Background: an optimization exercise with open tools, aiming at small area, a short achievable clock period and few clock cycles per item. Do not read the settings as production practice. At most, simulation tests tie the RTL to the original design; equivalence was not proved. For run 2, only the layout was checked, not whether the RTL still works. Power figures rest on the tool's default switching activity, not on a simulated workload.

==> flow/design.v (outline; a module is shown in full before it is edited, if it fits) <==
// module trng: 62 lines
// module drbg: 156 lines
// module cdt_fast: 183 lines
// module cdt_rom: 61 lines
// module masked_gaussian_system_multi_sigma: 97 lines
module masked_gaussian_system_multi_sigma #(
    parameter PRECISION = 64,
    parameter TABLE_SIZE = 21,
    parameter X_MIN = -10,
    parameter X_MAX = 10,
    parameter SAMPLE_WIDTH = 16,
    parameter CENTER_WIDTH = 32,
    parameter CENTER_FRAC_BITS = 16,
    parameter SEED_WIDTH = 256,
    parameter MASK_WIDTH = 32,
    parameter NUM_SIGMA_TABLES = 4,
    parameter SIGMA_SEL_WIDTH = 2
) (
    input wire clk,
    input wire rst,
    input wire start_reseed,
    input wire start_sample,
    input wire [PRECISION-1:0] random_u,
    input wire signed [CENTER_WIDTH-1:0] center,
    input wire [SIGMA_SEL_WIDTH-1:0] sigma_sel,
    output wire signed [SAMPLE_WIDTH-1:0] sample_share0,
    output wire signed [SAMPLE_WIDTH-1:0] sample_share1,
    output wire sample_valid,
    output wire reseeding,
    output wire [SAMPLE_WIDTH-1:0] sample_reconstructed
);
  // ...
==> flow/run.sh <==
#!/bin/bash
# synth_recipe.tcl (not shown) runs the flow's synth.tcl, then flattens the netlist and writes it again
# the make line also repeats each setting of config.mk as NAME=value (left out here)
make -C /OpenROAD-flow-scripts/flow DESIGN_CONFIG=/design/flow/config.mk WORK_HOME=/design/flow/orfs CLKGATE_MAP_FILE= SYNTH_SCRIPT=/design/flow/synth_recipe.tcl finish
==> flow/config.mk <==
export PLATFORM = sky130hd
export DESIGN_NAME = masked_gaussian_system_multi_sigma
export DESIGN_NICKNAME = masked_gaussian_system_multi_sigma
export VERILOG_FILES = /design/flow/design.v
export SDC_FILE = /design/flow/constraint.sdc
export NUM_CORES = 8
export LEC_CHECK = 0
export CAP_MARGIN = 20
export CORE_MARGIN = 2
export CORE_UTILIZATION = 40
export SLEW_MARGIN = 20
==> flow/constraint.sdc <==
create_clock -name core_clock -period 9.0 [get_ports {clk}]
set_input_delay 1.8000 -clock core_clock [delete_from_list [all_inputs] [get_ports {clk}]]
set_output_delay 1.8000 -clock core_clock [all_outputs]
set_load 0.01 [all_outputs]
==> impl_results.md, run 1 <==
* Status: timing/DRC/antenna clean
* Bufs w/o clock at about 190
* Worst setup margin at around 2.3 ns
* Top FF cell, synth: dfxtp_1
* Global route overflow at 0
* Final worst-path cycle share at 0.7473
* Seq Cell Count at 134
* CTS tree: built
* Initial antenna violation count at 1
* Met2 WL post-DR at 36110 um
* Synth async-reset ratio at 0.5075
* Final setup violation count at 0
* Start point of the critical path: sigma_sel[0]
* Critical Path Most Common Cell: nor3_1
* CP Class: primary input to register
* Combinational share of power at 0.716
* Hold depth at 0
* Clock network area share at 0.03267
* Largest registers: trng_inst.wa (32), trng_inst.wb (32), drbg_inst.ah (25)
* Worst path top cell family by delay: simple AND/OR/NAND/NOR gates
* WHS at ~0.37 ns
* Leakage power total at between 7 and 8 nW
* Combinational gate power at ~5.2 mW
* WP depth at 15
* Nets at 2350
* RSZ-0062 raised after global routing: false
* Detailed-route DRC error count at 0
* Final Skew at 0.01159 ns
* Busiest layer in global routing: met2
* DR WL met3 at between 9000 and 10000 um
* Area growth syn-to-layout at 14.46%
* Invs w/o clock at 26
* Tot Pwr at around 7.3 mW
* Slew @ Worst Pin at ~1.2 ns
* Final Hold Viols at 0
* Synth cell types at 97
* Synth top area cells: xnor2_1 14%, dfstp_2 5.8%, dfxtp_1 5.8%, ha_1 5.6%, xor2_1 5.3%
* Cts hold-fix bufs at 0
* Post-Syn Area at around 0.016 mm^2
* Largest net degree at the start of global routing at 77
* Layout non-clock buf frac at 0.09360
Testbench counts, summed over its fixed seeds: cycles 2,102, samples 2,048.
==> module trng, before the edit <==
module trng (
    input  wire        clk,
    input  wire        rst,
    input  wire        step,
    output wire [36:0] z
);
    reg  [31:0] wa;
    reg  [31:0] wb;
    wire [42:0] ea;
    wire [42:0] eb;
    assign ea[31:0] = wa;
    assign eb[31:0] = wb;
    assign ea[32] = ea[0] ^ ea[10] ^ ea[30] ^ ea[31];
    assign ea[33] = ea[1] ^ ea[11] ^ ea[31] ^ ea[32];
    assign ea[34] = ea[2] ^ ea[12] ^ ea[32] ^ ea[33];
    assign ea[35] = ea[3] ^ ea[13] ^ ea[33] ^ ea[34];
    assign ea[36] = ea[4] ^ ea[14] ^ ea[34] ^ ea[35];
    assign ea[37] = ea[5] ^ ea[15] ^ ea[35] ^ ea[36];
    assign ea[38] = ea[6] ^ ea[16] ^ ea[36] ^ ea[37];
    assign ea[39] = ea[7] ^ ea[17] ^ ea[37] ^ ea[38];
    assign ea[40] = ea[8] ^ ea[18] ^ ea[38] ^ ea[39];
    assign ea[41] = ea[9] ^ ea[19] ^ ea[39] ^ ea[40];
    assign ea[42] = ea[10] ^ ea[20] ^ ea[40] ^ ea[41];
    assign eb[32] = eb[0] ^ eb[2] ^ eb[6] ^ eb[7];
    assign eb[33] = eb[1] ^ eb[3] ^ eb[7] ^ eb[8];
    assign eb[34] = eb[2] ^ eb[4] ^ eb[8] ^ eb[9];
    assign eb[35] = eb[3] ^ eb[5] ^ eb[9] ^ eb[10];
    assign eb[36] = eb[4] ^ eb[6] ^ eb[10] ^ eb[11];
    assign eb[37] = eb[5] ^ eb[7] ^ eb[11] ^ eb[12];
    assign eb[38] = eb[6] ^ eb[8] ^ eb[12] ^ eb[13];
    assign eb[39] = eb[7] ^ eb[9] ^ eb[13] ^ eb[14];
    assign eb[40] = eb[8] ^ eb[10] ^ eb[14] ^ eb[15];
    assign eb[41] = eb[9] ^ eb[11] ^ eb[15] ^ eb[16];
    assign eb[42] = eb[10] ^ eb[12] ^ eb[16] ^ eb[17];
    always @(posedge clk or posedge rst) begin
        if (rst) begin
            wa <= 32'hF5761CD6;
            wb <= 32'hBD9243BC;
        end else if (step) begin
            wa <= ea[42:11];
            wb <= eb[42:11];
        end
    end
    wire [62:26] a;
    wire [46:10] b;
    assign a[62:31] = wa;
    assign b[41:10] = wb;
    assign a[30] = a[62] ^ a[40] ^ a[60] ^ a[61];
    assign a[29] = a[61] ^ a[39] ^ a[59] ^ a[60];
    assign a[28] = a[60] ^ a[38] ^ a[58] ^ a[59];
    assign a[27] = a[59] ^ a[37] ^ a[57] ^ a[58];
    assign a[26] = a[58] ^ a[36] ^ a[56] ^ a[57];
    assign b[42] = b[10] ^ b[12] ^ b[16] ^ b[17];
    assign b[43] = b[11] ^ b[13] ^ b[17] ^ b[18];
    assign b[44] = b[12] ^ b[14] ^ b[18] ^ b[19];
    assign b[45] = b[13] ^ b[15] ^ b[19] ^ b[20];
    assign b[46] = b[14] ^ b[16] ^ b[20] ^ b[21];
    genvar d;
    generate for (d = 0; d < 37; d = d + 1) begin : zg
        assign z[d] = a[62-d] ^ b[46-d];
    end endgenerate
endmodule
==> module cdt_fast, before the edit <==
module cdt_fast (
    input  wire [11:0] uh,
    input  wire [1:0]  sel,
    output wire [4:0]  idx,
    output wire        amb
);
    wire [19:0] g0;
    wire [19:0] e0;
    assign g0[0] = uh > 12'd0;
    assign e0[0] = uh == 12'd0;
    assign g0[1] = uh > 12'd0;
    assign e0[1] = uh == 12'd0;
    assign g0[2] = uh > 12'd0;
    assign e0[2] = uh == 12'd0;
    assign g0[3] = uh > 12'd0;
    assign e0[3] = uh == 12'd0;
    assign g0[4] = uh > 12'd0;
    assign e0[4] = uh == 12'd0;
    assign g0[5] = uh > 12'd0;
    assign e0[5] = uh == 12'd0;
    assign g0[6] = uh > 12'd12;
    assign e0[6] = uh == 12'd12;
    assign g0[7] = uh > 12'd103;
    assign e0[7] = uh == 12'd103;
    assign g0[8] = uh > 12'd492;
    assign e0[8] = uh == 12'd492;
    assign g0[9] = uh > 12'd1424;
    assign e0[9] = uh == 12'd1424;
    assign g0[10] = uh > 12'd2671;
    assign e0[10] = uh == 12'd2671;
    assign g0[11] = uh > 12'd3603;
    assign e0[11] = uh == 12'd3603;
    assign g0[12] = uh > 12'd3992;
    assign e0[12] = uh == 12'd3992;
    assign g0[13] = uh > 12'd4083;
    assign e0[13] = uh == 12'd4083;
    assign g0[14] = uh > 12'd4095;
    assign e0[14] = uh == 12'd4095;
    assign g0[15] = uh > 12'd4095;
    assign e0[15] = uh == 12'd4095;
    assign g0[16] = uh > 12'd4095;
    assign e0[16] = uh == 12'd4095;
    assign g0[17] = uh > 12'd4095;
    assign e0[17] = uh == 12'd4095;
    assign g0[18] = uh > 12'd4095;
    assign e0[18] = uh == 12'd4095;
    assign g0[19] = uh > 12'd4095;
    assign e0[19] = uh == 12'd4095;
    wire [19:0] g1;
    wire [19:0] e1;
    assign g1[0] = uh > 12'd0;
    assign e1[0] = uh == 12'd0;
    assign g1[1] = uh > 12'd0;
    assign e1[1] = uh == 12'd0;
    assign g1[2] = uh > 12'd0;
    assign e1[2] = uh == 12'd0;
    assign g1[3] = uh > 12'd0;
    assign e1[3] = uh == 12'd0;
    assign g1[4] = uh > 12'd0;
    assign e1[4] = uh == 12'd0;
    assign g1[5] = uh > 12'd2;
    assign e1[5] = uh == 12'd2;
    assign g1[6] = uh > 12'd25;
    assign e1[6] = uh == 12'd25;
    assign g1[7] = uh > 12'd151;
    assign e1[7] = uh == 12'd151;
    assign g1[8] = uh > 12'd581;
    assign e1[8] = uh == 12'd581;
    assign g1[9] = uh > 12'd1476;
    assign e1[9] = uh == 12'd1476;
    assign g1[10] = uh > 12'd2619;
    assign e1[10] = uh == 12'd2619;
    assign g1[11] = uh > 12'd3514;
    assign e1[11] = uh == 12'd3514;
    assign g1[12] = uh > 12'd3944;
    assign e1[12] = uh == 12'd3944;
    assign g1[13] = uh > 12'd4070;
    assign e1[13] = uh == 12'd4070;
    assign g1[14] = uh > 12'd4093;
    assign e1[14] = uh == 12'd4093;
    assign g1[15] = uh > 12'd4095;
    assign e1[15] = uh == 12'd4095;
    assign g1[16] = uh > 12'd4095;
    assign e1[16] = uh == 12'd4095;
    assign g1[17] = uh > 12'd4095;
    assign e1[17] = uh == 12'd4095;
    assign g1[18] = uh > 12'd4095;
    assign e1[18] = uh == 12'd4095;
    assign g1[19] = uh > 12'd4095;
    assign e1[19] = uh == 12'd4095;
    wire [19:0] g2;
    wire [19:0] e2;
    assign g2[0] = uh > 12'd0;
    assign e2[0] = uh == 12'd0;
    assign g2[1] = uh > 12'd0;
    assign e2[1] = uh == 12'd0;
    assign g2[2] = uh > 12'd0;
    assign e2[2] = uh == 12'd0;
    assign g2[3] = uh > 12'd0;
    assign e2[3] = uh == 12'd0;
    assign g2[4] = uh > 12'd0;
    assign e2[4] = uh == 12'd0;
    assign g2[5] = uh > 12'd7;
    assign e2[5] = uh == 12'd7;
    assign g2[6] = uh > 12'd49;
    assign e2[6] = uh == 12'd49;
    assign g2[7] = uh > 12'd218;
    assign e2[7] = uh == 12'd218;
    assign g2[8] = uh > 12'd682;
    assign e2[8] = uh == 12'd682;
    assign g2[9] = uh > 12'd1529;
    assign e2[9] = uh == 12'd1529;
    assign g2[10] = uh > 12'd2566;
    assign e2[10] = uh == 12'd2566;
    assign g2[11] = uh > 12'd3413;
    assign e2[11] = uh == 12'd3413;
    assign g2[12] = uh > 12'd3877;
    assign e2[12] = uh == 12'd3877;
    assign g2[13] = uh > 12'd4046;
    assign e2[13] = uh == 12'd4046;
    assign g2[14] = uh > 12'd4088;
    assign e2[14] = uh == 12'd4088;
    assign g2[15] = uh > 12'd4095;
    assign e2[15] = uh == 12'd4095;
    assign g2[16] = uh > 12'd4095;
    assign e2[16] = uh == 12'd4095;
    assign g2[17] = uh > 12'd4095;
    assign e2[17] = uh == 12'd4095;
    assign g2[18] = uh > 12'd4095;
    assign e2[18] = uh == 12'd4095;
    assign g2[19] = uh > 12'd4095;
    assign e2[19] = uh == 12'd4095;
    wire [19:0] g3;
    wire [19:0] e3;
    assign g3[0] = uh > 12'd0;
    assign e3[0] = uh == 12'd0;
    assign g3[1] = uh > 12'd0;
    assign e3[1] = uh == 12'd0;
    assign g3[2] = uh > 12'd0;
    assign e3[2] = uh == 12'd0;
    assign g3[3] = uh > 12'd0;
    assign e3[3] = uh == 12'd0;
    assign g3[4] = uh > 12'd6;
    assign e3[4] = uh == 12'd6;
    assign g3[5] = uh > 12'd30;
    assign e3[5] = uh == 12'd30;
    assign g3[6] = uh > 12'd119;
    assign e3[6] = uh == 12'd119;
    assign g3[7] = uh > 12'd361;
    assign e3[7] = uh == 12'd361;
    assign g3[8] = uh > 12'd854;
    assign e3[8] = uh == 12'd854;
    assign g3[9] = uh > 12'd1611;
    assign e3[9] = uh == 12'd1611;
    assign g3[10] = uh > 12'd2484;
    assign e3[10] = uh == 12'd2484;
    assign g3[11] = uh > 12'd3241;
    assign e3[11] = uh == 12'd3241;
    assign g3[12] = uh > 12'd3734;
    assign e3[12] = uh == 12'd3734;
    assign g3[13] = uh > 12'd3976;
    assign e3[13] = uh == 12'd3976;
    assign g3[14] = uh > 12'd4065;
    assign e3[14] = uh == 12'd4065;
    assign g3[15] = uh > 12'd4089;
    assign e3[15] = uh == 12'd4089;
    assign g3[16] = uh > 12'd4095;
    assign e3[16] = uh == 12'd4095;
    assign g3[17] = uh > 12'd4095;
    assign e3[17] = uh == 12'd4095;
    assign g3[18] = uh > 12'd4095;
    assign e3[18] = uh == 12'd4095;
    assign g3[19] = uh > 12'd4095;
    assign e3[19] = uh == 12'd4095;
    wire [19:0] th = sel[1] ? (sel[0] ? g3 : g2) : (sel[0] ? g1 : g0);
    assign amb = sel[1] ? (sel[0] ? |e3 : |e2) : (sel[0] ? |e1 : |e0);
    assign idx[4] = th[15];
    assign idx[3] = th[7] & ~th[15];
    assign idx[2] = (th[3] & ~th[7]) | (th[11] & ~th[15]) | th[19];
    assign idx[1] = (th[1] & ~th[3]) | (th[5] & ~th[7]) | (th[9] & ~th[11]) | (th[13] & ~th[15]) | (th[17] & ~th[19]);
    assign idx[0] = (th[0] & ~th[1]) | (th[2] & ~th[3]) | (th[4] & ~th[5]) | (th[6] & ~th[7]) | (th[8] & ~th[9]) |
                    (th[10] & ~th[11]) | (th[12] & ~th[13]) | (th[14] & ~th[15]) | (th[16] & ~th[17]) | (th[18] & ~th[19]);
endmodule
==> module cdt_rom, before the edit <==
module cdt_rom (
    input  wire [1:0]  sel,
    input  wire [4:0]  idx,
    output wire [51:0] k,
    output wire        last
);
    wire [127:0] dec = 128'd1 << {sel, idx};
    assign k[0] = |(dec & 128'h000000000000001F0000001800000033);
    assign k[1] = |(dec & 128'h0000000D000000110000001300000034);
    assign k[2] = |(dec & 128'h00000011000000030000001400000011);
    assign k[3] = |(dec & 128'h00000006000000240000000C00000015);
    assign k[4] = |(dec & 128'h0000001B00000000000000430000001B);
    assign k[5] = |(dec & 128'h0000003D000000770000000D0000005B);
    assign k[6] = |(dec & 128'h0000002F000000460000000F0000001A);
    assign k[7] = |(dec & 128'h000000330000005A00000086000000F5);
    assign k[8] = |(dec & 128'h0000006200000031000000170000001E);
    assign k[9] = |(dec & 128'h0000004F00000020000000F400000069);
    assign k[10] = |(dec & 128'h000003E8000003610000014D000001DC);
    assign k[11] = |(dec & 128'h000B87F5000E73860008D6FC00027138);
    assign k[12] = |(dec & 128'h000BEA800006D35100022DB90002A1A8);
    assign k[13] = |(dec & 128'h000CAAAE000ADC420000EA8D000B1171);
    assign k[14] = |(dec & 128'h00052AB50002D543000EDC4A0001F805);
    assign k[15] = |(dec & 128'h000B5C52000AC3C2000615790006F10B);
    assign k[16] = |(dec & 128'h00023A3B00043A350001C5C7000EDE48);
    assign k[17] = |(dec & 128'h00003C3F000D5A5C0009EA860005D345);
    assign k[18] = |(dec & 128'h0006FC09000E6A980008A3AE00044ADD);
    assign k[19] = |(dec & 128'h000DF50400088AEE00078AE10004BA2D);
    assign k[20] = |(dec & 128'h000B2AB200038AE300037513000F4AD0);
    assign k[21] = |(dec & 128'h0002659B000D6A940008731E000C137C);
    assign k[22] = |(dec & 128'h0002E38B000B53520001CCC7000D83E4);
    assign k[23] = |(dec & 128'h000085EF000EAAA800083A3E000D5C54);
    assign k[24] = |(dec & 128'h00095A56000CFC0C000F3330000FA3A0);
    assign k[25] = |(dec & 128'h0004333D0004E38D000783E1000E5558);
    assign k[26] = |(dec & 128'h00008AEF00001C7F00061579000EF508);
    assign k[27] = |(dec & 128'h00094CD600099366000BD542000F1C70);
    assign k[28] = |(dec & 128'h0004EA8D000BDA420009157600094AD6);
    assign k[29] = |(dec & 128'h00079C6100045C5D000B03F2000D7514);
    assign k[30] = |(dec & 128'h0002D54B0001DC47000EDA48000D4CD4);
    assign k[31] = |(dec & 128'h000F353000075C5100096596000FA3A0);
    assign k[32] = |(dec & 128'h0001ACA70002A5AB000C83EC000C45DC);
    assign k[33] = |(dec & 128'h000925B6000CC5CC000A6C9A000F1A70);
    assign k[34] = |(dec & 128'h00036593000CEC8C000D9C64000F7310);
    assign k[35] = |(dec & 128'h00036A93000A7C1A000FACA0000D8CE4);
    assign k[36] = |(dec & 128'h0003B5230008E58E000C353C000E1378);
    assign k[37] = |(dec & 128'h000EF308000D6594000D9A64000F3C30);
    assign k[38] = |(dec & 128'h0001C5C70008751E000E43D8000F5550);
    assign k[39] = |(dec & 128'h000E0AF8000DB524000C05FC000F3530);
    assign k[40] = |(dec & 128'h000EFC08000F5550000FA3A0000EE388);
    assign k[41] = |(dec & 128'h00059A65000C23BC000FFA00000EDC48);
    assign k[42] = |(dec & 128'h0008659E000E8AE8000E5C58000F1570);
    assign k[43] = |(dec & 128'h000ED348000DE384000E23B8000F7A10);
    assign k[44] = |(dec & 128'h000E9A68000F6A90000E83E8000FA5A0);
    assign k[45] = |(dec & 128'h00083C3E000E6598000FDA40000FCAC0);
    assign k[46] = |(dec & 128'h000EA3A8000EE588000F1570000FEC80);
    assign k[47] = |(dec & 128'h000D7314000E5C58000F0CF0000F6C90);
    assign k[48] = |(dec & 128'h000D9564000FB520000FE380000FF500);
    assign k[49] = |(dec & 128'h000EA3A8000FEA80000F1C70000F9A60);
    assign k[50] = |(dec & 128'h000ED548000F7310000FCCC0000FACA0);
    assign k[51] = |(dec & 128'h000E83E8000F2AB0000FA3A0000F9360);
    assign last = |(dec & 128'h0008FFF800087FF000087FF000083FE0);
endmodule
==> inputs of run 2 (changes only) <==
--- a/flow/design.v
+++ b/flow/design.v
@@ -13,12 +13,12 @@
     assign ea[32] = ea[0] ^ ea[10] ^ ea[30] ^ ea[31];
-    assign ea[33] = ea[1] ^ ea[11] ^ ea[31] ^ ea[32];
-    assign ea[34] = ea[2] ^ ea[12] ^ ea[32] ^ ea[33];
-    assign ea[35] = ea[3] ^ ea[13] ^ ea[33] ^ ea[34];
-    assign ea[36] = ea[4] ^ ea[14] ^ ea[34] ^ ea[35];
-    assign ea[37] = ea[5] ^ ea[15] ^ ea[35] ^ ea[36];
-    assign ea[38] = ea[6] ^ ea[16] ^ ea[36] ^ ea[37];
-    assign ea[39] = ea[7] ^ ea[17] ^ ea[37] ^ ea[38];
-    assign ea[40] = ea[8] ^ ea[18] ^ ea[38] ^ ea[39];
-    assign ea[41] = ea[9] ^ ea[19] ^ ea[39] ^ ea[40];
-    assign ea[42] = ea[10] ^ ea[20] ^ ea[40] ^ ea[41];
+    assign ea[33] = ea[0] ^ ea[1] ^ ea[10] ^ ea[11] ^ ea[30];
+    assign ea[34] = ea[1] ^ ea[2] ^ ea[11] ^ ea[12] ^ ea[31];
+    assign ea[35] = ea[2] ^ ea[3] ^ ea[12] ^ ea[13] ^ ea[32];
+    assign ea[36] = ea[3] ^ ea[4] ^ ea[13] ^ ea[14] ^ ea[33];
+    assign ea[37] = ea[4] ^ ea[5] ^ ea[14] ^ ea[15] ^ ea[34];
+    assign ea[38] = ea[5] ^ ea[6] ^ ea[15] ^ ea[16] ^ ea[35];
+    assign ea[39] = ea[6] ^ ea[7] ^ ea[16] ^ ea[17] ^ ea[36];
+    assign ea[40] = ea[7] ^ ea[8] ^ ea[17] ^ ea[18] ^ ea[37];
+    assign ea[41] = ea[8] ^ ea[9] ^ ea[18] ^ ea[19] ^ ea[38];
+    assign ea[42] = ea[9] ^ ea[10] ^ ea[19] ^ ea[20] ^ ea[39];
     assign eb[32] = eb[0] ^ eb[2] ^ eb[6] ^ eb[7];
@@ -222,2 +222,3 @@
     output wire [4:0]  idx,
+    output wire [19:0] th,           
     output wire        amb
@@ -392,3 +393,3 @@
     assign e3[19] = uh == 12'd4095;
-    wire [19:0] th = sel[1] ? (sel[0] ? g3 : g2) : (sel[0] ? g1 : g0);
+    assign th = sel[1] ? (sel[0] ? g3 : g2) : (sel[0] ? g1 : g0);
     assign amb = sel[1] ? (sel[0] ? |e3 : |e2) : (sel[0] ? |e1 : |e0);
@@ -407,56 +408,118 @@
 );
-    wire [127:0] dec = 128'd1 << {sel, idx};
-    assign k[0] = |(dec & 128'h000000000000001F0000001800000033);
-    assign k[1] = |(dec & 128'h0000000D000000110000001300000034);
-    assign k[2] = |(dec & 128'h00000011000000030000001400000011);
-    assign k[3] = |(dec & 128'h00000006000000240000000C00000015);
-    assign k[4] = |(dec & 128'h0000001B00000000000000430000001B);
-    assign k[5] = |(dec & 128'h0000003D000000770000000D0000005B);
-    assign k[6] = |(dec & 128'h0000002F000000460000000F0000001A);
-    assign k[7] = |(dec & 128'h000000330000005A00000086000000F5);
-    assign k[8] = |(dec & 128'h0000006200000031000000170000001E);
-    assign k[9] = |(dec & 128'h0000004F00000020000000F400000069);
-    assign k[10] = |(dec & 128'h000003E8000003610000014D000001DC);
-    assign k[11] = |(dec & 128'h000B87F5000E73860008D6FC00027138);
-    assign k[12] = |(dec & 128'h000BEA800006D35100022DB90002A1A8);
-    assign k[13] = |(dec & 128'h000CAAAE000ADC420000EA8D000B1171);
-    assign k[14] = |(dec & 128'h00052AB50002D543000EDC4A0001F805);
-    assign k[15] = |(dec & 128'h000B5C52000AC3C2000615790006F10B);
-    assign k[16] = |(dec & 128'h00023A3B00043A350001C5C7000EDE48);
-    assign k[17] = |(dec & 128'h00003C3F000D5A5C0009EA860005D345);
-    assign k[18] = |(dec & 128'h0006FC09000E6A980008A3AE00044ADD);
-    assign k[19] = |(dec & 128'h000DF50400088AEE00078AE10004BA2D);
-    assign k[20] = |(dec & 128'h000B2AB200038AE300037513000F4AD0);
-    assign k[21] = |(dec & 128'h0002659B000D6A940008731E000C137C);
-    assign k[22] = |(dec & 128'h0002E38B000B53520001CCC7000D83E4);
-    assign k[23] = |(dec & 128'h000085EF000EAAA800083A3E000D5C54);
-    assign k[24] = |(dec & 128'h00095A56000CFC0C000F3330000FA3A0);
-    assign k[25] = |(dec & 128'h0004333D0004E38D000783E1000E5558);
-    assign k[26] = |(dec & 128'h00008AEF00001C7F00061579000EF508);
-    assign k[27] = |(dec & 128'h00094CD600099366000BD542000F1C70);
-    assign k[28] = |(dec & 128'h0004EA8D000BDA420009157600094AD6);
-    assign k[29] = |(dec & 128'h00079C6100045C5D000B03F2000D7514);
-    assign k[30] = |(dec & 128'h0002D54B0001DC47000EDA48000D4CD4);
-    assign k[31] = |(dec & 128'h000F353000075C5100096596000FA3A0);
-    assign k[32] = |(dec & 128'h0001ACA70002A5AB000C83EC000C45DC);
-    assign k[33] = |(dec & 128'h000925B6000CC5CC000A6C9A000F1A70);
-    assign k[34] = |(dec & 128'h00036593000CEC8C000D9C64000F7310);
-    assign k[35] = |(dec & 128'h00036A93000A7C1A000FACA0000D8CE4);
-    assign k[36] = |(dec & 128'h0003B5230008E58E000C353C000E1378);
-    assign k[37] = |(dec & 128'h000EF308000D6594000D9A64000F3C30);
-    assign k[38] = |(dec & 128'h0001C5C70008751E000E43D8000F5550);
-    assign k[39] = |(dec & 128'h000E0AF8000DB524000C05FC000F3530);
-    assign k[40] = |(dec & 128'h000EFC08000F5550000FA3A0000EE388);
-    assign k[41] = |(dec & 128'h00059A65000C23BC000FFA00000EDC48);
-    assign k[42] = |(dec & 128'h0008659E000E8AE8000E5C58000F1570);
-    assign k[43] = |(dec & 128'h000ED348000DE384000E23B8000F7A10);
-    assign k[44] = |(dec & 128'h000E9A68000F6A90000E83E8000FA5A0);
-    assign k[45] = |(dec & 128'h00083C3E000E6598000FDA40000FCAC0);
-    assign k[46] = |(dec & 128'h000EA3A8000EE588000F1570000FEC80);
-    assign k[47] = |(dec & 128'h000D7314000E5C58000F0CF0000F6C90);
-    assign k[48] = |(dec & 128'h000D9564000FB520000FE380000FF500);
-    assign k[49] = |(dec & 128'h000EA3A8000FEA80000F1C70000F9A60);
-    assign k[50] = |(dec & 128'h000ED548000F7310000FCCC0000FACA0);
-    assign k[51] = |(dec & 128'h000E83E8000F2AB0000FA3A0000F9360);
-    assign last = |(dec & 128'h0008FFF800087FF000087FF000083FE0);
+    wire [19:0] d;
+    genvar g;
+    generate
+        for (g = 0; g < 16; g = g + 1) begin : dlo
+            assign d[g] = ~idx[4] & (idx[3:0] == g);
+        end
+        for (g = 16; g < 20; g = g + 1) begin : dhi
+            assign d[g] = idx[4] & (idx[1:0] == g - 16);
+        end
+    endgenerate
+    assign k[0] = sel[1] ? (sel[0] ? (1'b0) : (d[0] | d[1] | d[2] | d[3] | d[4]))
+                   : (sel[0] ? (d[3] | d[4]) : (d[0] | d[1] | d[4] | d[5]));
+    assign k[1] = sel[1] ? (sel[0] ? (d[0] | d[2] | d[3]) : (d[0] | d[4]))
+                   : (sel[0] ? (d[0] | d[1] | d[4]) : (d[2] | d[4] | d[5]));
+    assign k[2] = sel[1] ? (sel[0] ? (d[0] | d[4]) : (d[0] | d[1]))
+                   : (sel[0] ? (d[2] | d[4]) : (d[0] | d[4]));
+    assign k[3] = sel[1] ? (sel[0] ? (d[1] | d[2]) : (d[2] | d[5]))
+                   : (sel[0] ? (d[2] | d[3]) : (d[0] | d[2] | d[4]));
+    assign k[4] = sel[1] ? (sel[0] ? (d[0] | d[1] | d[3] | d[4]) : (1'b0))
+                   : (sel[0] ? (d[0] | d[1] | d[6]) : (d[0] | d[1] | d[3] | d[4]));
+    assign k[5] = sel[1] ? (sel[0] ? (d[0] | d[2] | d[3] | d[4] | d[5]) : (d[0] | d[1] | d[2] | d[4] | d[5] | d[6]))
+                   : (sel[0] ? (d[0] | d[2] | d[3]) : (d[0] | d[1] | d[3] | d[4] | d[6]));
+    assign k[6] = sel[1] ? (sel[0] ? (d[0] | d[1] | d[2] | d[3] | d[5]) : (d[1] | d[2] | d[6]))
+                   : (sel[0] ? (d[0] | d[1] | d[2] | d[3]) : (d[1] | d[3] | d[4]));
+    assign k[7] = sel[1] ? (sel[0] ? (d[0] | d[1] | d[4] | d[5]) : (d[1] | d[3] | d[4] | d[6]))
+                   : (sel[0] ? (d[1] | d[2] | d[7]) : (d[0] | d[2] | d[4] | d[5] | d[6] | d[7]));
+    assign k[8] = sel[1] ? (sel[0] ? (d[1] | d[5] | d[6]) : (d[0] | d[4] | d[5]))
+                   : (sel[0] ? (d[0] | d[1] | d[2] | d[4]) : (d[1] | d[2] | d[3] | d[4]));
+    assign k[9] = sel[1] ? (sel[0] ? (d[0] | d[1] | d[2] | d[3] | d[6]) : (d[5]))
+                   : (sel[0] ? (d[2] | d[4] | d[5] | d[6] | d[7]) : (d[0] | d[3] | d[5] | d[6]));
+    assign k[10] = sel[1] ? (sel[0] ? (d[3] | d[5] | d[6] | d[7] | d[8] | d[9]) : (d[0] | d[5] | d[6] | d[8] | d[9]))
+                   : (sel[0] ? (d[0] | d[2] | d[3] | d[6] | d[8]) : (d[2] | d[3] | d[4] | d[6] | d[7] | d[8]));
+    assign k[11] = sel[1] ? (sel[0] ? (d[0] | d[2] | d[4] | d[5] | d[6] | d[7] | d[8] | d[9] | d[10] | d[15] | d[16] | d[17] | d[19]) : (d[1] | d[2] | d[7] | d[8] | d[9] | d[12] | d[13] | d[14] | d[17] | d[18] | d[19]))
+                   : (sel[0] ? (d[2] | d[3] | d[4] | d[5] | d[6] | d[7] | d[9] | d[10] | d[12] | d[14] | d[15] | d[19]) : (d[3] | d[4] | d[5] | d[8] | d[12] | d[13] | d[14] | d[17]));
+    assign k[12] = sel[1] ? (sel[0] ? (d[7] | d[9] | d[11] | d[13] | d[14] | d[15] | d[16] | d[17] | d[19]) : (d[0] | d[4] | d[6] | d[8] | d[9] | d[12] | d[14] | d[15] | d[17] | d[18]))
+                   : (sel[0] ? (d[0] | d[3] | d[4] | d[5] | d[7] | d[8] | d[10] | d[11] | d[13] | d[17]) : (d[3] | d[5] | d[7] | d[8] | d[13] | d[15] | d[17]));
+    assign k[13] = sel[1] ? (sel[0] ? (d[1] | d[2] | d[3] | d[5] | d[7] | d[9] | d[11] | d[13] | d[15] | d[18] | d[19]) : (d[1] | d[6] | d[10] | d[11] | d[12] | d[14] | d[15] | d[17] | d[19]))
+                   : (sel[0] ? (d[0] | d[2] | d[3] | d[7] | d[9] | d[11] | d[13] | d[14] | d[15]) : (d[0] | d[4] | d[5] | d[6] | d[8] | d[12] | d[16] | d[17] | d[19]));
+    assign k[14] = sel[1] ? (sel[0] ? (d[0] | d[2] | d[4] | d[5] | d[7] | d[9] | d[11] | d[13] | d[16] | d[18]) : (d[0] | d[1] | d[6] | d[8] | d[10] | d[12] | d[14] | d[15] | d[17]))
+                   : (sel[0] ? (d[1] | d[3] | d[6] | d[10] | d[11] | d[12] | d[14] | d[15] | d[17] | d[18] | d[19]) : (d[0] | d[2] | d[11] | d[12] | d[13] | d[14] | d[15] | d[16]));
+    assign k[15] = sel[1] ? (sel[0] ? (d[1] | d[4] | d[6] | d[10] | d[11] | d[12] | d[14] | d[16] | d[17] | d[19]) : (d[1] | d[6] | d[7] | d[8] | d[9] | d[14] | d[15] | d[17] | d[19]))
+                   : (sel[0] ? (d[0] | d[3] | d[4] | d[5] | d[6] | d[8] | d[10] | d[12] | d[17] | d[18]) : (d[0] | d[1] | d[3] | d[8] | d[12] | d[13] | d[14] | d[15] | d[17] | d[18]));
+    assign k[16] = sel[1] ? (sel[0] ? (d[0] | d[1] | d[3] | d[4] | d[5] | d[9] | d[11] | d[12] | d[13] | d[17]) : (d[0] | d[2] | d[4] | d[5] | d[9] | d[11] | d[12] | d[13] | d[18]))
+                   : (sel[0] ? (d[0] | d[1] | d[2] | d[6] | d[7] | d[8] | d[10] | d[14] | d[15] | d[16]) : (d[3] | d[6] | d[9] | d[10] | d[11] | d[12] | d[14] | d[15] | d[17] | d[18] | d[19]));
+    assign k[17] = sel[1] ? (sel[0] ? (d[0] | d[1] | d[2] | d[3] | d[4] | d[5] | d[10] | d[11] | d[12] | d[13]) : (d[2] | d[3] | d[4] | d[6] | d[9] | d[11] | d[12] | d[14] | d[16] | d[18] | d[19]))
+                   : (sel[0] ? (d[1] | d[2] | d[7] | d[9] | d[11] | d[13] | d[14] | d[15] | d[16] | d[19]) : (d[0] | d[2] | d[6] | d[8] | d[9] | d[12] | d[14] | d[15] | d[16] | d[18]));
+    assign k[18] = sel[1] ? (sel[0] ? (d[0] | d[3] | d[10] | d[11] | d[12] | d[13] | d[14] | d[15] | d[17] | d[18]) : (d[3] | d[4] | d[7] | d[9] | d[11] | d[13] | d[14] | d[17] | d[18] | d[19]))
+                   : (sel[0] ? (d[1] | d[2] | d[3] | d[5] | d[7] | d[8] | d[9] | d[13] | d[15] | d[19]) : (d[0] | d[2] | d[3] | d[4] | d[6] | d[7] | d[9] | d[11] | d[14] | d[18]));
+    assign k[19] = sel[1] ? (sel[0] ? (d[2] | d[8] | d[10] | d[12] | d[13] | d[14] | d[15] | d[16] | d[18] | d[19]) : (d[1] | d[2] | d[3] | d[5] | d[6] | d[7] | d[9] | d[11] | d[15] | d[19]))
+                   : (sel[0] ? (d[0] | d[5] | d[6] | d[7] | d[9] | d[11] | d[15] | d[16] | d[17] | d[18]) : (d[0] | d[2] | d[3] | d[5] | d[9] | d[11] | d[12] | d[13] | d[15] | d[18]));
+    assign k[20] = sel[1] ? (sel[0] ? (d[1] | d[4] | d[5] | d[7] | d[9] | d[11] | d[13] | d[16] | d[17] | d[19]) : (d[0] | d[1] | d[5] | d[6] | d[7] | d[9] | d[11] | d[15] | d[16] | d[17]))
+                   : (sel[0] ? (d[0] | d[1] | d[4] | d[8] | d[10] | d[12] | d[13] | d[14] | d[16] | d[17]) : (d[4] | d[6] | d[7] | d[9] | d[11] | d[14] | d[16] | d[17] | d[18] | d[19]));
+    assign k[21] = sel[1] ? (sel[0] ? (d[0] | d[1] | d[3] | d[4] | d[7] | d[8] | d[10] | d[13] | d[14] | d[17]) : (d[2] | d[4] | d[7] | d[9] | d[11] | d[13] | d[14] | d[16] | d[18] | d[19]))
+                   : (sel[0] ? (d[1] | d[2] | d[3] | d[4] | d[8] | d[9] | d[12] | d[13] | d[14] | d[19]) : (d[2] | d[3] | d[4] | d[5] | d[6] | d[8] | d[9] | d[12] | d[18] | d[19]));
+    assign k[22] = sel[1] ? (sel[0] ? (d[0] | d[1] | d[3] | d[7] | d[8] | d[9] | d[13] | d[14] | d[15] | d[17]) : (d[1] | d[4] | d[6] | d[8] | d[9] | d[12] | d[14] | d[16] | d[17] | d[19]))
+                   : (sel[0] ? (d[0] | d[1] | d[2] | d[6] | d[7] | d[10] | d[11] | d[14] | d[15] | d[16]) : (d[2] | d[5] | d[6] | d[7] | d[8] | d[9] | d[15] | d[16] | d[18] | d[19]));
+    assign k[23] = sel[1] ? (sel[0] ? (d[0] | d[1] | d[2] | d[3] | d[5] | d[6] | d[7] | d[8] | d[10] | d[15]) : (d[3] | d[5] | d[7] | d[9] | d[11] | d[13] | d[15] | d[17] | d[18] | d[19]))
+                   : (sel[0] ? (d[1] | d[2] | d[3] | d[4] | d[5] | d[9] | d[11] | d[12] | d[13] | d[19]) : (d[2] | d[4] | d[6] | d[10] | d[11] | d[12] | d[14] | d[16] | d[18] | d[19]));
+    assign k[24] = sel[1] ? (sel[0] ? (d[1] | d[2] | d[4] | d[6] | d[9] | d[11] | d[12] | d[14] | d[16] | d[19]) : (d[2] | d[3] | d[10] | d[11] | d[12] | d[13] | d[14] | d[15] | d[18] | d[19]))
+                   : (sel[0] ? (d[4] | d[5] | d[8] | d[9] | d[12] | d[13] | d[16] | d[17] | d[18] | d[19]) : (d[5] | d[7] | d[8] | d[9] | d[13] | d[15] | d[16] | d[17] | d[18] | d[19]));
+    assign k[25] = sel[1] ? (sel[0] ? (d[0] | d[2] | d[3] | d[4] | d[5] | d[8] | d[9] | d[12] | d[13] | d[18]) : (d[0] | d[2] | d[3] | d[7] | d[8] | d[9] | d[13] | d[14] | d[15] | d[18]))
+                   : (sel[0] ? (d[0] | d[5] | d[6] | d[7] | d[8] | d[9] | d[15] | d[16] | d[17] | d[18]) : (d[3] | d[4] | d[6] | d[8] | d[10] | d[12] | d[14] | d[17] | d[18] | d[19]));
+    assign k[26] = sel[1] ? (sel[0] ? (d[0] | d[1] | d[2] | d[3] | d[5] | d[6] | d[7] | d[9] | d[11] | d[15]) : (d[0] | d[1] | d[2] | d[3] | d[4] | d[5] | d[6] | d[10] | d[11] | d[12]))
+                   : (sel[0] ? (d[0] | d[3] | d[4] | d[5] | d[6] | d[8] | d[10] | d[12] | d[17] | d[18]) : (d[3] | d[8] | d[10] | d[12] | d[13] | d[14] | d[15] | d[17] | d[18] | d[19]));
+    assign k[27] = sel[1] ? (sel[0] ? (d[1] | d[2] | d[4] | d[6] | d[7] | d[10] | d[11] | d[14] | d[16] | d[19]) : (d[1] | d[2] | d[5] | d[6] | d[8] | d[9] | d[12] | d[15] | d[16] | d[19]))
+                   : (sel[0] ? (d[1] | d[6] | d[8] | d[10] | d[12] | d[14] | d[15] | d[16] | d[17] | d[19]) : (d[4] | d[5] | d[6] | d[10] | d[11] | d[12] | d[16] | d[17] | d[18] | d[19]));
+    assign k[28] = sel[1] ? (sel[0] ? (d[0] | d[2] | d[3] | d[7] | d[9] | d[11] | d[13] | d[14] | d[15] | d[18]) : (d[1] | d[6] | d[9] | d[11] | d[12] | d[14] | d[15] | d[16] | d[17] | d[19]))
+                   : (sel[0] ? (d[1] | d[2] | d[4] | d[5] | d[6] | d[8] | d[10] | d[12] | d[16] | d[19]) : (d[1] | d[2] | d[4] | d[6] | d[7] | d[9] | d[11] | d[14] | d[16] | d[19]));
+    assign k[29] = sel[1] ? (sel[0] ? (d[0] | d[5] | d[6] | d[10] | d[11] | d[12] | d[15] | d[16] | d[17] | d[18]) : (d[0] | d[2] | d[3] | d[4] | d[6] | d[10] | d[11] | d[12] | d[14] | d[18]))
+                   : (sel[0] ? (d[1] | d[4] | d[5] | d[6] | d[7] | d[8] | d[9] | d[16] | d[17] | d[19]) : (d[2] | d[4] | d[8] | d[10] | d[12] | d[13] | d[14] | d[16] | d[18] | d[19]));
+    assign k[30] = sel[1] ? (sel[0] ? (d[0] | d[1] | d[3] | d[6] | d[8] | d[10] | d[12] | d[14] | d[15] | d[17]) : (d[0] | d[1] | d[2] | d[6] | d[10] | d[11] | d[12] | d[14] | d[15] | d[16]))
+                   : (sel[0] ? (d[3] | d[6] | d[9] | d[11] | d[12] | d[14] | d[15] | d[17] | d[18] | d[19]) : (d[2] | d[4] | d[6] | d[7] | d[10] | d[11] | d[14] | d[16] | d[18] | d[19]));
+    assign k[31] = sel[1] ? (sel[0] ? (d[4] | d[5] | d[8] | d[10] | d[12] | d[13] | d[16] | d[17] | d[18] | d[19]) : (d[0] | d[4] | d[6] | d[10] | d[11] | d[12] | d[14] | d[16] | d[17] | d[18]))
+                   : (sel[0] ? (d[1] | d[2] | d[4] | d[7] | d[8] | d[10] | d[13] | d[14] | d[16] | d[19]) : (d[5] | d[7] | d[8] | d[9] | d[13] | d[15] | d[16] | d[17] | d[18] | d[19]));
+    assign k[32] = sel[1] ? (sel[0] ? (d[0] | d[1] | d[2] | d[5] | d[7] | d[10] | d[11] | d[13] | d[15] | d[16]) : (d[0] | d[1] | d[3] | d[5] | d[7] | d[8] | d[10] | d[13] | d[15] | d[17]))
+                   : (sel[0] ? (d[2] | d[3] | d[5] | d[6] | d[7] | d[8] | d[9] | d[15] | d[18] | d[19]) : (d[2] | d[3] | d[4] | d[6] | d[7] | d[8] | d[10] | d[14] | d[18] | d[19]));
+    assign k[33] = sel[1] ? (sel[0] ? (d[1] | d[2] | d[4] | d[5] | d[7] | d[8] | d[10] | d[13] | d[16] | d[19]) : (d[2] | d[3] | d[6] | d[7] | d[8] | d[10] | d[14] | d[15] | d[18] | d[19]))
+                   : (sel[0] ? (d[1] | d[3] | d[4] | d[7] | d[10] | d[11] | d[13] | d[14] | d[17] | d[19]) : (d[4] | d[5] | d[6] | d[9] | d[11] | d[12] | d[16] | d[17] | d[18] | d[19]));
+    assign k[34] = sel[1] ? (sel[0] ? (d[0] | d[1] | d[4] | d[7] | d[8] | d[10] | d[13] | d[14] | d[16] | d[17]) : (d[2] | d[3] | d[7] | d[10] | d[11] | d[13] | d[14] | d[15] | d[18] | d[19]))
+                   : (sel[0] ? (d[2] | d[5] | d[6] | d[10] | d[11] | d[12] | d[15] | d[16] | d[18] | d[19]) : (d[4] | d[8] | d[9] | d[12] | d[13] | d[14] | d[16] | d[17] | d[18] | d[19]));
+    assign k[35] = sel[1] ? (sel[0] ? (d[0] | d[1] | d[4] | d[7] | d[9] | d[11] | d[13] | d[14] | d[16] | d[17]) : (d[1] | d[3] | d[4] | d[10] | d[11] | d[12] | d[13] | d[14] | d[17] | d[19]))
+                   : (sel[0] ? (d[5] | d[7] | d[10] | d[11] | d[13] | d[15] | d[16] | d[17] | d[18] | d[19]) : (d[2] | d[5] | d[6] | d[7] | d[10] | d[11] | d[15] | d[16] | d[18] | d[19]));
+    assign k[36] = sel[1] ? (sel[0] ? (d[0] | d[1] | d[5] | d[8] | d[10] | d[12] | d[13] | d[15] | d[16] | d[17]) : (d[1] | d[2] | d[3] | d[7] | d[8] | d[10] | d[13] | d[14] | d[15] | d[19]))
+                   : (sel[0] ? (d[2] | d[3] | d[4] | d[5] | d[8] | d[10] | d[12] | d[13] | d[18] | d[19]) : (d[3] | d[4] | d[5] | d[6] | d[8] | d[9] | d[12] | d[17] | d[18] | d[19]));
+    assign k[37] = sel[1] ? (sel[0] ? (d[3] | d[8] | d[9] | d[12] | d[13] | d[14] | d[15] | d[17] | d[18] | d[19]) : (d[2] | d[4] | d[7] | d[8] | d[10] | d[13] | d[14] | d[16] | d[18] | d[19]))
+                   : (sel[0] ? (d[2] | d[5] | d[6] | d[9] | d[11] | d[12] | d[15] | d[16] | d[18] | d[19]) : (d[4] | d[5] | d[10] | d[11] | d[12] | d[13] | d[16] | d[17] | d[18] | d[19]));
+    assign k[38] = sel[1] ? (sel[0] ? (d[0] | d[1] | d[2] | d[6] | d[7] | d[8] | d[10] | d[14] | d[15] | d[16]) : (d[1] | d[2] | d[3] | d[4] | d[8] | d[10] | d[12] | d[13] | d[14] | d[19]))
+                   : (sel[0] ? (d[3] | d[4] | d[6] | d[7] | d[8] | d[9] | d[14] | d[17] | d[18] | d[19]) : (d[4] | d[6] | d[8] | d[10] | d[12] | d[14] | d[16] | d[17] | d[18] | d[19]));
+    assign k[39] = sel[1] ? (sel[0] ? (d[3] | d[4] | d[5] | d[6] | d[7] | d[9] | d[11] | d[17] | d[18] | d[19]) : (d[2] | d[5] | d[8] | d[10] | d[12] | d[13] | d[15] | d[16] | d[18] | d[19]))
+                   : (sel[0] ? (d[2] | d[3] | d[4] | d[5] | d[6] | d[7] | d[8] | d[10] | d[18] | d[19]) : (d[4] | d[5] | d[8] | d[10] | d[12] | d[13] | d[16] | d[17] | d[18] | d[19]));
+    assign k[40] = sel[1] ? (sel[0] ? (d[3] | d[10] | d[11] | d[12] | d[13] | d[14] | d[15] | d[17] | d[18] | d[19]) : (d[4] | d[6] | d[8] | d[10] | d[12] | d[14] | d[16] | d[17] | d[18] | d[19]))
+                   : (sel[0] ? (d[5] | d[7] | d[8] | d[9] | d[13] | d[15] | d[16] | d[17] | d[18] | d[19]) : (d[3] | d[7] | d[8] | d[9] | d[13] | d[14] | d[15] | d[17] | d[18] | d[19]));
+    assign k[41] = sel[1] ? (sel[0] ? (d[0] | d[2] | d[5] | d[6] | d[9] | d[11] | d[12] | d[15] | d[16] | d[18]) : (d[2] | d[3] | d[4] | d[5] | d[7] | d[8] | d[9] | d[13] | d[18] | d[19]))
+                   : (sel[0] ? (d[9] | d[11] | d[12] | d[13] | d[14] | d[15] | d[16] | d[17] | d[18] | d[19]) : (d[3] | d[6] | d[10] | d[11] | d[12] | d[14] | d[15] | d[17] | d[18] | d[19]));
+    assign k[42] = sel[1] ? (sel[0] ? (d[1] | d[2] | d[3] | d[4] | d[7] | d[8] | d[10] | d[13] | d[14] | d[19]) : (d[3] | d[5] | d[6] | d[7] | d[9] | d[11] | d[15] | d[17] | d[18] | d[19]))
+                   : (sel[0] ? (d[3] | d[4] | d[6] | d[10] | d[11] | d[12] | d[14] | d[17] | d[18] | d[19]) : (d[4] | d[5] | d[6] | d[8] | d[10] | d[12] | d[16] | d[17] | d[18] | d[19]));
+    assign k[43] = sel[1] ? (sel[0] ? (d[3] | d[6] | d[8] | d[9] | d[12] | d[14] | d[15] | d[17] | d[18] | d[19]) : (d[2] | d[7] | d[8] | d[9] | d[13] | d[14] | d[15] | d[16] | d[18] | d[19]))
+                   : (sel[0] ? (d[3] | d[4] | d[5] | d[7] | d[8] | d[9] | d[13] | d[17] | d[18] | d[19]) : (d[4] | d[9] | d[11] | d[12] | d[13] | d[14] | d[16] | d[17] | d[18] | d[19]));
+    assign k[44] = sel[1] ? (sel[0] ? (d[3] | d[5] | d[6] | d[9] | d[11] | d[12] | d[15] | d[17] | d[18] | d[19]) : (d[4] | d[7] | d[9] | d[11] | d[13] | d[14] | d[16] | d[17] | d[18] | d[19]))
+                   : (sel[0] ? (d[3] | d[5] | d[6] | d[7] | d[8] | d[9] | d[15] | d[17] | d[18] | d[19]) : (d[5] | d[7] | d[8] | d[10] | d[13] | d[15] | d[16] | d[17] | d[18] | d[19]));
+    assign k[45] = sel[1] ? (sel[0] ? (d[1] | d[2] | d[3] | d[4] | d[5] | d[10] | d[11] | d[12] | d[13] | d[19]) : (d[3] | d[4] | d[7] | d[8] | d[10] | d[13] | d[14] | d[17] | d[18] | d[19]))
+                   : (sel[0] ? (d[6] | d[9] | d[11] | d[12] | d[14] | d[15] | d[16] | d[17] | d[18] | d[19]) : (d[6] | d[7] | d[9] | d[11] | d[14] | d[15] | d[16] | d[17] | d[18] | d[19]));
+    assign k[46] = sel[1] ? (sel[0] ? (d[3] | d[5] | d[7] | d[8] | d[9] | d[13] | d[15] | d[17] | d[18] | d[19]) : (d[3] | d[7] | d[8] | d[10] | d[13] | d[14] | d[15] | d[17] | d[18] | d[19]))
+                   : (sel[0] ? (d[4] | d[5] | d[6] | d[8] | d[10] | d[12] | d[16] | d[17] | d[18] | d[19]) : (d[7] | d[10] | d[11] | d[13] | d[14] | d[15] | d[16] | d[17] | d[18] | d[19]));
+    assign k[47] = sel[1] ? (sel[0] ? (d[2] | d[4] | d[8] | d[9] | d[12] | d[13] | d[14] | d[16] | d[18] | d[19]) : (d[3] | d[4] | d[6] | d[10] | d[11] | d[12] | d[14] | d[17] | d[18] | d[19]))
+                   : (sel[0] ? (d[4] | d[5] | d[6] | d[7] | d[10] | d[11] | d[16] | d[17] | d[18] | d[19]) : (d[4] | d[7] | d[10] | d[11] | d[13] | d[14] | d[16] | d[17] | d[18] | d[19]));
+    assign k[48] = sel[1] ? (sel[0] ? (d[2] | d[5] | d[6] | d[8] | d[10] | d[12] | d[15] | d[16] | d[18] | d[19]) : (d[5] | d[8] | d[10] | d[12] | d[13] | d[15] | d[16] | d[17] | d[18] | d[19]))
+                   : (sel[0] ? (d[7] | d[8] | d[9] | d[13] | d[14] | d[15] | d[16] | d[17] | d[18] | d[19]) : (d[8] | d[10] | d[12] | d[13] | d[14] | d[15] | d[16] | d[17] | d[18] | d[19]));
+    assign k[49] = sel[1] ? (sel[0] ? (d[3] | d[5] | d[7] | d[8] | d[9] | d[13] | d[15] | d[17] | d[18] | d[19]) : (d[7] | d[9] | d[11] | d[13] | d[14] | d[15] | d[16] | d[17] | d[18] | d[19]))
+                   : (sel[0] ? (d[4] | d[5] | d[6] | d[10] | d[11] | d[12] | d[16] | d[17] | d[18] | d[19]) : (d[5] | d[6] | d[9] | d[11] | d[12] | d[15] | d[16] | d[17] | d[18] | d[19]));
+    assign k[50] = sel[1] ? (sel[0] ? (d[3] | d[6] | d[8] | d[10] | d[12] | d[14] | d[15] | d[17] | d[18] | d[19]) : (d[4] | d[8] | d[9] | d[12] | d[13] | d[14] | d[16] | d[17] | d[18] | d[19]))
+                   : (sel[0] ? (d[6] | d[7] | d[10] | d[11] | d[14] | d[15] | d[16] | d[17] | d[18] | d[19]) : (d[5] | d[7] | d[10] | d[11] | d[13] | d[15] | d[16] | d[17] | d[18] | d[19]));
+    assign k[51] = sel[1] ? (sel[0] ? (d[3] | d[5] | d[6] | d[7] | d[8] | d[9] | d[15] | d[17] | d[18] | d[19]) : (d[4] | d[5] | d[7] | d[9] | d[11] | d[13] | d[16] | d[17] | d[18] | d[19]))
+                   : (sel[0] ? (d[5] | d[7] | d[8] | d[9] | d[13] | d[15] | d[16] | d[17] | d[18] | d[19]) : (d[5] | d[6] | d[8] | d[9] | d[12] | d[15] | d[16] | d[17] | d[18] | d[19]));
+    assign last = sel[1] ? (sel[0] ? (d[3] | d[4] | d[5] | d[6] | d[7] | d[8] | d[9] | d[10] | d[11] | d[12] | d[13] | d[14] | d[15] | d[19]) : (d[4] | d[5] | d[6] | d[7] | d[8] | d[9] | d[10] | d[11] | d[12] | d[13] | d[14] | d[19]))
+                   : (sel[0] ? (d[4] | d[5] | d[6] | d[7] | d[8] | d[9] | d[10] | d[11] | d[12] | d[13] | d[14] | d[19]) : (d[5] | d[6] | d[7] | d[8] | d[9] | d[10] | d[11] | d[12] | d[13] | d[19]));
 endmodule
@@ -493,5 +556,11 @@
     reg        busy;        
+    reg        ph;          
+    reg        last_r;
     reg [4:0]  idx_r;
-    reg [15:0] cb_r;
+    reg [10:0] cbh_r;       
+    reg [10:0] cbh1_r;      
+    reg [4:0]  cbl_r;       
+    reg        c5_r;        
     reg [15:0] m_r;
+    reg [1:0]  sel_r;       
     wire [36:0] z;
@@ -499,2 +568,3 @@
     wire [4:0]  idx_f;
+    wire [19:0] th_f;
     wire        amb;
@@ -519,2 +589,3 @@
         .idx(idx_f),
+        .th(th_f),
         .amb(amb)
@@ -522,3 +593,3 @@
     cdt_rom rom_inst (
-        .sel(sigma_sel),
+        .sel(sel_r),
         .idx(idx_r),
@@ -527,6 +598,13 @@
     );
-    wire gt   = random_u[52-1:0] > k_lo;
-    wire done = ~gt | k_last;
-    wire [15:0] cbase = center[31:16] +
-        (center[15] ? (center[31] ? 16'hFFF6 : 16'hFFF7) : (center[31] ? 16'hFFF5 : 16'hFFF6));
+    localparam RH = 52 / 2;
+    wire gt_hi, eq_hi, gt_lo, eq_lo;
+    cmp_gt #(.N(52 - RH)) cmp_hi (.a(random_u[52-1:RH]), .b(k_lo[52-1:RH]), .gt(gt_hi), .eq(eq_hi));
+    cmp_gt #(.N(RH)) cmp_lo (.a(random_u[RH-1:0]), .b(k_lo[RH-1:0]), .gt(gt_lo), .eq(eq_lo));
+    reg gth_r, eqh_r, gtl_r;
+    wire gt_r = gth_r | (eqh_r & gtl_r);
+    wire done = ~gt_r | last_r;
+    wire [4:0]  cbase_lo;
+    wire [10:0] cbh_f;
+    wire [10:0] cbh1_f;
+    cbase_calc cbase_inst (.c(center), .lo(cbase_lo), .hi(cbh_f), .hi1(cbh1_f));
     always @(posedge clk or posedge rst) begin
@@ -537,2 +615,3 @@
             busy <= 1'b0;
+            ph   <= 1'b0;
         end else begin
@@ -540,19 +619,47 @@
             rs2  <= rs1;
-            vld  <= (start_sample & ~amb) | (busy & done);
-            busy <= (start_sample & amb) | (busy & ~done);
+            vld  <= (start_sample & ~amb) | (busy & ph & done);
+            busy <= (start_sample & amb) | (busy & ~(ph & done));
+            ph   <= busy & ~ph;
         end
     end
+    wire [31:12] cbl_dec;
+    genvar v;
+    generate
+        for (v = 12; v < 32; v = v + 1) begin : cdec
+            assign cbl_dec[v] = (cbase_lo == v) & th_f[31 - v];
+        end
+    endgenerate
+    wire       c5_f = |cbl_dec;
+    wire [5:0] idx_inc = {1'b0, idx_r} + {5'd0, ph & gt_r};
+    wire [5:0] lo_inc;
+    ks_add #(.N(6)) add_inc (.a({1'b0, cbl_r}), .b(idx_inc), .s(lo_inc));
     always @(posedge clk) begin
         if (busy) begin
-            if (gt) idx_r <= idx_r + 5'd1;
+            idx_r <= idx_inc[4:0];
+            c5_r  <= lo_inc[5];
         end else begin
             idx_r <= idx_f;
+            c5_r  <= c5_f;
         end
         if (!busy) m_r <= mask;
-        cb_r <= cbase;
+        cbl_r <= cbase_lo;
+        cbh_r <= cbh_f;
+        cbh1_r <= cbh1_f;
+        gth_r <= gt_hi;
+        eqh_r <= eq_hi;
+        gtl_r <= gt_lo;
+        last_r <= k_last;
+        sel_r <= sigma_sel;
     end
-    wire [15:0] samp = cb_r + {11'd0, idx_r};
-    assign sample_share0 = samp ^ m_r;
+    out_stage out_inst (
+        .cbl(cbl_r),
+        .idx(idx_r),
+        .c5(c5_r),
+        .cbh(cbh_r),
+        .cbh1(cbh1_r),
+        .m(m_r),
+        .share0(sample_share0),
+        .recon(sample_reconstructed)
+    );
     assign sample_share1 = m_r;
-    assign sample_reconstructed = sample_share0 ^ sample_share1;
     assign sample_valid = vld;
@@ -560 +667,102 @@
 endmodule
+module ks_add #(parameter N = 16) (
+    input  wire [N-1:0] a,
+    input  wire [N-1:0] b,
+    output wire [N-1:0] s
+);
+    localparam L = $clog2(N);
+    wire [N-1:0] g [0:L];
+    wire [N-1:0] p [0:L];
+    assign g[0] = a & b;
+    assign p[0] = a | b;
+    genvar i, j;
+    generate
+        for (i = 0; i < L; i = i + 1) begin : lvl
+            for (j = 0; j < N; j = j + 1) begin : bt
+                if (j >= (1 << i)) begin : comb
+                    assign g[i+1][j] = g[i][j] | (p[i][j] & g[i][j-(1<<i)]);
+                    assign p[i+1][j] = p[i][j] & p[i][j-(1<<i)];
+                end else begin : pass
+                    assign g[i+1][j] = g[i][j];
+                    assign p[i+1][j] = p[i][j];
+                end
+            end
+        end
+    endgenerate
+    assign s = a ^ b ^ {g[L][N-2:0], 1'b0};
+endmodule
+module cmp_gt #(parameter N = 52) (
+    input  wire [N-1:0] a,
+    input  wire [N-1:0] b,
+    output wire         gt,
+    output wire         eq
+);
+    localparam L = $clog2(N);
+    localparam M = 1 << L;
+    wire [M-1:0] g [0:L];
+    wire [M-1:0] e [0:L];
+    assign g[0] = {{(M-N){1'b0}}, a & ~b};
+    assign e[0] = {{(M-N){1'b1}}, ~(a ^ b)};
+    genvar i, j;
+    generate
+        for (i = 0; i < L; i = i + 1) begin : lvl
+            for (j = 0; j < (M >> (i + 1)); j = j + 1) begin : node
+                assign g[i+1][j] = g[i][2*j+1] | (e[i][2*j+1] & g[i][2*j]);
+                assign e[i+1][j] = e[i][2*j+1] & e[i][2*j];
+            end
+            if ((M >> (i + 1)) < M) begin : pad
+                assign g[i+1][M-1:(M >> (i + 1))] = {(M - (M >> (i + 1))){1'b0}};
+                assign e[i+1][M-1:(M >> (i + 1))] = {(M - (M >> (i + 1))){1'b0}};
+            end
+        end
+    endgenerate
+    assign gt = g[L][0];
+    assign eq = e[L][0];
+endmodule
+module incdec #(parameter N = 11) (
+    input  wire [N-1:0] a,
+    input  wire         c,
+    input  wire         dec,
+    output wire [N-1:0] s
+);
+    wire [N-1:0] q = dec ? ~a : a;      
+    wire [N:0]   r;                      
+    assign r[0] = c;
+    genvar i;
+    generate
+        for (i = 0; i < N; i = i + 1) begin : pre
+            assign r[i+1] = c & (&q[i:0]);
+        end
+    endgenerate
+    assign s = a ^ r[N-1:0];
+endmodule
+module cbase_calc (
+    input  wire [31:0] c,
+    output wire [4:0]  lo,       
+    output wire [10:0] hi,       
+    output wire [10:0] hi1       
+);
+    wire [4:0]  t5 = (c[15] == c[31]) ? {1'b0, c[19:16]} + 5'd6 :
+                     c[15] ? {1'b0, c[19:16]} + 5'd7 : {1'b0, c[19:16]} + 5'd5;
+    wire        c4 = t5[4];
+    assign lo = {c[20] ~^ c4, t5[3:0]};
+    wire        bin = ~c4 & ~c[20];             
+    wire        cin = c4 | c[20];               
+    incdec #(.N(11)) dec0 (.a(c[31:21]), .c(bin), .dec(1'b1), .s(hi));
+    incdec #(.N(11)) inc0 (.a(c[31:21]), .c(cin), .dec(1'b0), .s(hi1));
+endmodule
+module out_stage (
+    input  wire [4:0]  cbl,
+    input  wire [4:0]  idx,
+    input  wire        c5,       
+    input  wire [10:0] cbh,
+    input  wire [10:0] cbh1,
+    input  wire [15:0] m,
+    output wire [15:0] share0,
+    output wire [15:0] recon
+);
+    wire [4:0]  lo;
+    ks_add #(.N(5)) add2 (.a(cbl), .b(idx), .s(lo));
+    assign recon  = {c5 ? cbh1 : cbh, lo};
+    assign share0 = recon ^ m;
+endmodule
==> flow/flow/run.sh (new file) <==
#!/bin/bash
# Layout flow: the standard ORFS flow (standard.sh) with three changes:
#  - synthesis is the standard flow's own script (synth_recipe.tcl) with ABC's mapping
#    script replaced by flow/abc_map.script (registers are mapped before ABC
#    and are the same as in the standard synthesis);
#  - the port buffers are sky130_fd_sc_hd__buf_2 cells;
#  - timing repair aims for the setup slack margin given below.
set -euo pipefail
HERE="$(cd "$(dirname "${BASH_SOURCE[0]}")" && pwd)"
WORK="$(dirname "$HERE")"
cd "$WORK"
export MY_ABC_SCRIPT="$HERE/abc_map.script"
cat > "$WORK/flow_synth.tcl" <<'TCL'
proc abc {args} {
  set i [lsearch $args -script]
  if {$i >= 0} { set args [lreplace $args $i [expr {$i + 1}] -script $::env(MY_ABC_SCRIPT)] }
  yosys abc {*}$args
}
TCL
echo "source $WORK/synth_recipe.tcl" >> "$WORK/flow_synth.tcl"
bash standard.sh "SYNTH_SCRIPT=$WORK/flow_synth.tcl" \
  "BUFFER_PORTS_ARGS=-buffer_cell sky130_fd_sc_hd__buf_2" \
  "SETUP_SLACK_MARGIN=${FLOW_SETUP_MARGIN:-5}" \
  finish > "$WORK/flow_make.log" 2>&1
==> flow/flow/abc_map.script (new file) <==
strash
&get -n
&fraig -x
&put
dc2
strash
&get -n
&dch -f
&nf -D 1500
&put
buffer -c
upsize -D 1500 -c
dnsize -D 1500 -c
stime -p
==> flow/standard.sh (new file) <==
#!/bin/bash
# synth_recipe.tcl (not shown) runs the flow's synth.tcl, then flattens the netlist and writes it again
# the make line also repeats each setting of config.mk as NAME=value (left out here)
make -C /OpenROAD-flow-scripts/flow DESIGN_CONFIG=/design/flow/config.mk WORK_HOME=/design/flow/orfs CLKGATE_MAP_FILE= SYNTH_SCRIPT=/design/flow/synth_recipe.tcl "${@:-finish}"
--- a/flow/config.mk
+++ b/flow/config.mk
@@ -10,2 +10,3 @@
 export CORE_UTILIZATION = 40
+export SETUP_SLACK_MARGIN = 5
 export SLEW_MARGIN = 20
removed: flow/run.sh
==> run 2 against run 1 <==
Final cell count increased by 2.6%. Non-clock buffer count increased by 26. Flip-flop and latch count grew 19. Utilization is 0.85 points higher. Register-to-register slack better by 2.3 ns. Combinational power grew 2%. Clock skew is 0.012 ns higher. Sequential power grew 7%. Synthesized cell count is 2.1% higher. Cell area increased by 0.24%. Hold slack improved by 0.024 ns. Largest power group unchanged. Highest routed layer unchanged.
==> impl_results.md, run 2 <==
* PD cells at 402.8 mW/mm^2 (was 389.5 mW/mm^2)
* Detailed-route DRC error count at 0 (unchanged)
* Global route overflow at 0 (unchanged)
* Critical Path Most Common Cell: o21ai_0 (was nor3_1)
* Final Hold Viols at 0 (unchanged)
* Initial antenna violation count at 1 (unchanged)
* Number of routed nets with antenna violations at 0 (unchanged)
* I/O pin count at 152 (unchanged)
* Post-synth EDFFs at 14 (was 19)
* Synth cell types at 96 (was 97)
* Clk pwr share at 0.099 (was 0.098)
* Worst path top cell family by delay: compound AO/OA/AOI/OAI gates (was simple AND/OR/NAND/NOR gates)
* Max FO, Critical Path at 32 (unchanged)
* Top FF cell, synth: dfxtp_1 (unchanged)
* Final Skew at 0.02335 ns (was 0.01159 ns)
* Synth async-reset ratio at 0.4510 (was 0.5075)
* Synth top area cells: xnor2_1 13%, dfxtp_1 8.6%, nand2_1 7.7%, xor2_1 7.0%, dfstp_2 5.8% (was xnor2_1 14%, dfstp_2 5.8%, dfxtp_1 5.8%, ha_1 5.6%, xor2_1 5.3%)
* Drt total wl at 72270 um (was 81660 um)
* Tot Pwr at 7.545 mW (was 7.280 mW)
* Post-Syn Area at 0.01625 mm^2 (was 0.01633 mm^2)
* Nets at 2426 (was 2350)
* Placed Area at 0.01716 mm^2 (was 0.01807 mm^2)
* Syn Inst Count at 2174 (was 2130)
* Synth Register Bits at 153 (was 134)
* Largest net degree at the start of global routing at 73 (was 77)
* Worst setup margin at 4.937 ns (was 2.274 ns)
* CP peak stage delay at 0.41 ns (was 0.85 ns)
* CTS root buf: clkbuf_16 (unchanged)
* Vias in the first global route at 16.77k (was 17.01k)
* WHS at 0.3949 ns (was 0.3714 ns)
* CP Class: register to register (was primary input to register)
* Worst-skew pair later-pin latency at 0.49 ns (was 0.44 ns)
* Slew @ Worst Pin at 1.058 ns (was 1.151 ns)
* Flop pwr share at 0.194 (was 0.186)
* Top-count cell post-synth: nand2_1 (was xnor2_1)
* Slew headroom at 0.2930 (was 0.2308)
* CTS tree: built (unchanged)
* Leakage power total at 7.591 nW (was 7.286 nW)
* RSZ-0062 raised after global routing: true (was false)
* Core box area at 0.03991 mm^2 (was 0.04055 mm^2)
* Combinational share of power at 0.707 (was 0.716)
* Final setup violation count at 0 (unchanged)
* Fmax at 0.2461 GHz (was 0.1487 GHz)
* Nature of the critical path startpoint: register (was primary input)
* Area growth syn-to-layout at 15.30% (was 14.46%)
* CTS Buffer Depth at 2 (unchanged)
* Final worst-path cycle share at 0.4515 (was 0.7473)
* Largest registers: trng_inst.wa (32), trng_inst.wb (32), drbg_inst.ah (25) (unchanged)
* Status: timing/DRC/antenna clean (unchanged)
run 2: cell count changes in the layout (fill, tap and decap cells not counted), moves of 18 or more:
cell and change:
nor2_2 +18, a21o_1 -19, nand2_1 +122, mux2_2 -40, buf_4 +18, a21oi_1 -24
xor2_1 +32, buf_2 +123, nor2_1 -24, clkdlybuf4s50_1 -134, a211oi_1 -34
run 2: path summary, 6_finish.rpt:
path	endpoint	cells after the start	from	slack (ns)
max	gth_r	18	idx_r[4]	4.94
min	rs2	0	rs1	0.39
max reg2reg	gth_r	18	idx_r[4]	4.94
min reg2reg	rs2	0	rs1	0.39
max in group asynchronous	ph	3	rst	6.84
min in group asynchronous	trng_inst.wa[9]	3	rst	1.58
run 2: cell families after synthesis:
logic type                 Yosys count  synth area share
adders and majority gates           75           0.05853
DFF                                153            0.2212
buffers and inverters              195           0.05237
xor gates and xnor gates           385            0.2103
muxes                               13          0.009010
AOI/OAI and AO/OA                  470            0.1868
and+or+nand+nor                    883            0.2618
run 2: what timing repair did:
action / in CTS / in global routing
hold buffers: 0 / 0
gates cloned: 1 / 1
pin swaps: 10 / 12
resized for setup: 84 / 49
buffers inserted: 24 / 22
endpoints found under the setup margin: 16 / 16
run 2: final cells by class:
type,instances,area share
Multi-Input combinational cell,1826,0.6554
Sequential cell,153,0.1928
Timing Repair Buffer,215,0.07567
Tap cell,525,0.03507
Clock buffer,18,0.02344
Clock inverter,14,0.009217
Inverter,37,0.008149
Antenna cell,2,0.0002672
run 2: per-layer routing:
| metal | global-route usage | up-vias | wire length (um) |
|---|---|---|---|
| li1 | - | 7896 | - |
| met1 | 0.4308 | 8432 | 29700 |
| met2 | 0.5437 | 954 | 32580 |
| met3 | 0.09249 | 248 | 6541 |
| met4 | 0.1501 | 0 | 3445 |
| met5 | 0 | - | 0 |
run 2: power by group through the flow:
stage                     clock [mW]  combinational, mW  sequential, mW
after detailed placement           0               4.84            1.48
after CTS                      0.773               5.11            1.46
after global placement             0               4.87            1.47
after global routing           0.793               5.70            1.50
final                          0.747               5.34            1.46
after floorplan                    0               3.47            1.26

[static timing again, ports no longer ideal]
The results above use ideal ports. As a check the final layouts listed here were re-extracted and re-timed, cells and wires unchanged.
Step 1: set_driving_cell puts a clkbuf_16 on clk and a buf_2 on each other input, an assumption about the parent block.
Step 2, shift: input delay + t, output delay - t, t = (earliest + latest rising clock arrival at the registers) / 2. This alone moves slack from input paths to output paths.
Three values: ideal ports, drivers, drivers and shift; two values: the first two.
| run | t (ns) | setup WS [ns] | worst register clock-pin slew, ns | worst slew at a driven data input, ns |
|---|---|---|---|---|
| run 1 | 0.478 | 2.274 / 2.286 / 1.808 | 0.06 / 0.06 | 0.06 |
| run 2 | 0.536 | 4.937 / 4.899 / 4.534 | 0.08 / 0.08 | 0.05 |
After both steps setup and hold are still met in every run listed. For run 1, which loses most, drivers alone change the setup slack by +0.012 ns; drivers and shift together by -0.466 ns.
